This is an optimization exercise on Yosys and OpenROAD, whose aim is small area, a short achievable clock period and few clock cycles, not a production implementation. Function was checked by simulation only, so behaviour that the tests miss may differ from the original.

## v22
// RISC_SPM
module RISC_SPM (clk, rst, mem_rdata, mem_addr, mem_wdata, mem_we, halted);
  input        clk, rst;
  input  [7:0] mem_rdata;
  output [7:0] mem_addr, mem_wdata;
  output       mem_we;
  output       halted;
  reg [7:0] R0, R1, R2, R3;
  reg [7:0] PC, MA;
  reg [2:0] iop;          
  reg [3:0] srcv, dstv;   
  reg       sA, sB, sD;   
  reg       Z;
  reg       halted;
  wire i_add = (iop == 3'd1);
  wire i_sub = (iop == 3'd2);
  wire i_and = (iop == 3'd3);
  wire i_not = (iop == 3'd4);
  wire ex    = i_add | i_sub | i_and | i_not;
  wire [7:0] opA = {8{dstv[0]}} & R0 | {8{dstv[1]}} & R1 | {8{dstv[2]}} & R2 | {8{dstv[3]}} & R3;
  wire [7:0] opB = {8{srcv[0]}} & R0 | {8{srcv[1]}} & R1 | {8{srcv[2]}} & R2 | {8{srcv[3]}} & R3;
  wire [7:0] bx = opB ^ {8{i_sub}};
  wire [7:0] p0 = opA ^ bx;
  wire [7:0] g0 = opA & bx;
  wire [8:0] G0 = {g0, i_sub}, P0 = {p0, 1'b0};
  wire [8:0] G1, P1, G2, P2, G3;
  genvar k;
  generate
    for (k = 0; k < 9; k = k + 1) begin : ks
      if (k >= 1) begin : a1
        assign G1[k] = G0[k] | P0[k] & G0[k-1]; assign P1[k] = P0[k] & P0[k-1];
      end else begin : b1
        assign G1[k] = G0[k]; assign P1[k] = P0[k];
      end
      if (k >= 2) begin : a2
        assign G2[k] = G1[k] | P1[k] & G1[k-2]; assign P2[k] = P1[k] & P1[k-2];
      end else begin : b2
        assign G2[k] = G1[k]; assign P2[k] = P1[k];
      end
      if (k >= 4) begin : a3
        assign G3[k] = G2[k] | P2[k] & G2[k-4];
      end else begin : b3
        assign G3[k] = G2[k];
      end
    end
  endgenerate
  wire [7:0] sum = p0 ^ G3[7:0];
  reg [7:0] alu;
  always @* begin
    case (iop)
      3'd1, 3'd2: alu = sum;
      3'd3:       alu = opA & opB;
      default:    alu = ~opB;
    endcase
  end
  wire [7:0] axb  = opA ^ opB;
  wire [7:0] aob  = opA | opB;
  ...
==> flow/config.mk <==
export PLATFORM = sky130hd
export DESIGN_NAME = RISC_SPM
export DESIGN_NICKNAME = RISC_SPM
export VERILOG_FILES = /design/flow/design.v
export SDC_FILE = /design/flow/constraint.sdc
export NUM_CORES = 4
export LEC_CHECK = 0
export ABC_AREA = 1
export CAP_MARGIN = 20
export CORE_MARGIN = 2
export CORE_UTILIZATION = 75
export PLACE_DENSITY = 0.85
export SETUP_SLACK_MARGIN = 2.2
export SLEW_MARGIN = 20
==> flow/constraint.sdc <==
create_clock -name core_clock -period 5.0 [get_ports {clk}]
set_input_delay 1.0000 -clock core_clock [delete_from_list [all_inputs] [get_ports {clk}]]
set_output_delay 1.0000 -clock core_clock [all_outputs]
set_load 0.01 [all_outputs]
standard.sh (not shown) runs the stock make flow with config.mk's settings and CLKGATE_MAP_FILE= SYNTH_SCRIPT=/design/flow/synth_recipe.tcl, a recipe that flattens the netlist after the stock synthesis.
==> flow/flow/run.sh <==
#!/bin/bash
# The standard layout (standard.sh) with two changes:
#  - the port buffers are buf_2 cells instead of the delay cell the resizer
#    picks by default (every port still gets its buffer);
#  - Yosys's abc step runs with flow/abc.script (or yosys's own default abc
#    script if the file says "default") instead of ORFS's script.
# Everything else, registers included, is ORFS's standard synthesis and flow.
set -euo pipefail
here=$(pwd)
export BUFFER_PORTS_ARGS="-buffer_cell sky130_fd_sc_hd__buf_2"
if [[ -f flow/abc.script ]]; then
  if grep -qx default flow/abc.script; then sc=default; else sc=$here/flow/abc.script; fi
  python3 - synth_recipe.tcl "$sc" <<'PY'
import sys
f, sc = sys.argv[1], sys.argv[2]
first, rest = open(f).read().split('\n', 1)
ov = """proc abc {args} {
  set i [lsearch -exact $args -script]
  if {$i >= 0} { set args [lreplace $args $i [expr {$i+1}]] }
  if {"%s" ne "default"} { set args [linsert $args 0 -script %s] }
  puts "abc override: $args"
  yosys abc {*}$args
}""" % (sc, sc)
open(f, 'w').write(first + '\n' + ov + '\n' + rest)
PY
fi
bash standard.sh finish > standard.log 2>&1
v22 finished every step from synthesis to the final layout, and the layout passed the timing, DRC and antenna checks.
Testbench counts of v22, summed over its fixed seeds: cycles 39,150.
> inputs changed (v22 -> v1)
# v22
export LEC_CHECK = 0
export ABC_AREA = 1
export CAP_MARGIN = 20
export CORE_MARGIN = 2
export CORE_UTILIZATION = 75
export PLACE_DENSITY = 0.85
export SETUP_SLACK_MARGIN = 2.2
export SLEW_MARGIN = 20
create_clock -name core_clock -period 5.0 [get_ports {clk}]
# v1
export LEC_CHECK = 0
export ABC_AREA = 1
export CAP_MARGIN = 20
export CORE_MARGIN = 2
export CORE_UTILIZATION = 40
export SETUP_SLACK_MARGIN = 2.3
export SLEW_MARGIN = 20
create_clock -name core_clock -period 5.0 [get_ports {clk}]
==> flow/flow/run.sh <==
#!/bin/bash
# The standard layout, with the port buffers made from buf_2 instead of the
# delay cell the resizer picks by default.
set -euo pipefail
export BUFFER_PORTS_ARGS="-buffer_cell sky130_fd_sc_hd__buf_2"
bash standard.sh finish > standard.log 2>&1
Notes after the runs:
Lower buffers plus inverters on the worst setup path was reported by v22, not v1. v22 has a lower non-clock buffer count in the final layout than v1. v1 vs v22: sequential share of cell area down in v1. Taking v22 as the reference, in v1 final design utilization saw a decrease, total number of cells along the worst setup path has increased, first-pass iteration count of the detailed router now sits lower, die area moved up. Run comparison: v1 worst setup path startpoint srcv[1]; v22 worst setup path startpoint srcv[2].
diff inputs: v1 => v18
# v1
export LEC_CHECK = 0
export ABC_AREA = 1
export CAP_MARGIN = 20
export CORE_MARGIN = 2
export CORE_UTILIZATION = 40
export SETUP_SLACK_MARGIN = 2.3
export SLEW_MARGIN = 20
create_clock -name core_clock -period 5.0 [get_ports {clk}]
# v18
export LEC_CHECK = 0
export ABC_AREA = 1
export CAP_MARGIN = 20
export CORE_MARGIN = 2
export CORE_UTILIZATION = 75
export SETUP_SLACK_MARGIN = 2.2
export SLEW_MARGIN = 20
create_clock -name core_clock -period 5.0 [get_ports {clk}]
==> flow/flow/run.sh <==
#!/bin/bash
# The standard layout (standard.sh) with two changes:
#  - the port buffers are buf_2 cells instead of the delay cell the resizer
#    picks by default (every port still gets its buffer);
#  - Yosys's abc step runs with flow/abc.script (or yosys's own default abc
#    script if the file says "default") instead of ORFS's script.
# Everything else, registers included, is ORFS's standard synthesis and flow.
set -euo pipefail
here=$(pwd)
export BUFFER_PORTS_ARGS="-buffer_cell sky130_fd_sc_hd__buf_2"
export ADDER_MAP_FILE=
if [[ -f flow/abc.script ]]; then
  if grep -qx default flow/abc.script; then sc=default; else sc=$here/flow/abc.script; fi
  python3 - synth_recipe.tcl "$sc" <<'PY'
import sys
f, sc = sys.argv[1], sys.argv[2]
first, rest = open(f).read().split('\n', 1)
ov = """proc abc {args} {
  set i [lsearch -exact $args -script]
  if {$i >= 0} { set args [lreplace $args $i [expr {$i+1}]] }
  if {"%s" ne "default"} { set args [linsert $args 0 -script %s] }
  puts "abc override: $args"
  yosys abc {*}$args
}""" % (sc, sc)
open(f, 'w').write(first + '\n' + ov + '\n' + rest)
PY
fi
bash standard.sh finish > standard.log 2>&1
Summary of v18 over v1: proportion of synthesized area in mux cells decreased by 0.21 points relative to the old numbers; vias after detailed routing increased 14%; cell area after layout fell 470 sq um; clock slew seen by the registers of the worst setup and hold paths climbed 0.02 ns.
v18 against v1: final hold slack grew by 0.017 ns; length of routed wiring on met1 went down; worst-case clock buffer depth roughly the same.
Clock skew (higher): v18
In the tables for v18 and v1, met2 global-route usage reads higher with v18.
Input-level comparison between v29 and v18:
# v18
export LEC_CHECK = 0
export ABC_AREA = 1
export CAP_MARGIN = 20
export CORE_MARGIN = 2
export CORE_UTILIZATION = 75
export SETUP_SLACK_MARGIN = 2.2
export SLEW_MARGIN = 20
create_clock -name core_clock -period 5.0 [get_ports {clk}]
# v29
export LEC_CHECK = 0
export ABC_AREA = 1
export CAP_MARGIN = 20
export CORE_MARGIN = 2
export CORE_UTILIZATION = 75
export SETUP_SLACK_MARGIN = 2.1
export SLEW_MARGIN = 20
create_clock -name core_clock -period 5.0 [get_ports {clk}]
--- a/flow/flow/run.sh
+++ b/flow/flow/run.sh
@@ -9,5 +9,4 @@
 here=$(pwd)
 export BUFFER_PORTS_ARGS="-buffer_cell sky130_fd_sc_hd__buf_2"
-export ADDER_MAP_FILE=
 if [[ -f flow/abc.script ]]; then
   if grep -qx default flow/abc.script; then sc=default; else sc=$here/flow/abc.script; fi
==> run summary <==
In the reports for v29 and v18, the larger global-route total usage across every layer belongs to v18. Going from v18 to v29, the clock period minus worst slack was found to have gone up by 0.061 ns.
Setup changes, v29 to v57
# v29
export LEC_CHECK = 0
export ABC_AREA = 1
export CAP_MARGIN = 20
export CORE_MARGIN = 2
export CORE_UTILIZATION = 75
export SETUP_SLACK_MARGIN = 2.1
export SLEW_MARGIN = 20
create_clock -name core_clock -period 5.0 [get_ports {clk}]
# v57
export LEC_CHECK = 0
export ABC_AREA = 1
export CAP_MARGIN = 20
export CORE_MARGIN = 2
export CORE_UTILIZATION = 75
export SETUP_SLACK_MARGIN = 2.2
export SLEW_MARGIN = 20
create_clock -name core_clock -period 5.0 [get_ports {clk}]
--- a/flow/flow/run.sh
+++ b/flow/flow/run.sh
@@ -9,4 +9,5 @@
 here=$(pwd)
 export BUFFER_PORTS_ARGS="-buffer_cell sky130_fd_sc_hd__buf_2"
+export CTS_ARGS="-sink_clustering_enable -repair_clock_nets -buf_list sky130_fd_sc_hd__clkbuf_16 -root_buf sky130_fd_sc_hd__clkbuf_16 -sink_clustering_size 64 -sink_clustering_max_diameter 300 -sink_buffer_max_cap_derate 1.0"
 if [[ -f flow/abc.script ]]; then
   if grep -qx default flow/abc.script; then sc=default; else sc=$here/flow/abc.script; fi
Findings:
Summary of v57 over v29: growth of design area from synthesis to finish rose 3.0 points, global routing usage on met3 now sits higher. Taking v29 as the reference, in v57 wire length of the first global-routing pass now larger; tightest slew margin relative to the limit now larger. On v57: sequential share of layout area is 0.75 points lower than what v29 gave. v57 against v29; wire length is up by a few percent.

[static timing again, ports no longer ideal]
How much do the figures lean on ideal ports? The routed layouts below were timed once more, with nothing changed but the port constraints.
Step 1 (the two cells are an assumption about what drives the block):
set clk [get_ports {clk}]
set_driving_cell -lib_cell sky130_fd_sc_hd__clkbuf_16 $clk
set_driving_cell -lib_cell sky130_fd_sc_hd__buf_2 [delete_from_list [all_inputs] $clk]
Step 2, shift: input delay + t, output delay - t, t = (earliest + latest rising clock arrival at the registers) / 2. This alone moves slack from input paths to output paths.
Slacks: no drivers / after step 1 / after step 2; pairs: no drivers / after step 1.
run	shift t [ns]	setup WS [ns]	worst hold slack (ns)
v22	0.387	2.301 / 2.270 / 2.302	0.486 / 0.486 / 0.486
v1	0.368	2.302 / 2.261 / 2.285	0.485 / 0.485 / 0.485
v18	0.381	2.294 / 2.262 / 2.309	0.502 / 0.502 / 0.502
v29	0.387	2.233 / 2.202 / 2.263	0.488 / 0.488 / 0.488
v57	0.366	2.250 / 2.250 / 2.250	0.480 / 0.480 / 0.480
After both steps every run listed still meets setup and hold. For v1, which loses most, drivers alone change the setup slack by -0.041 ns; drivers and shift together by -0.017 ns.
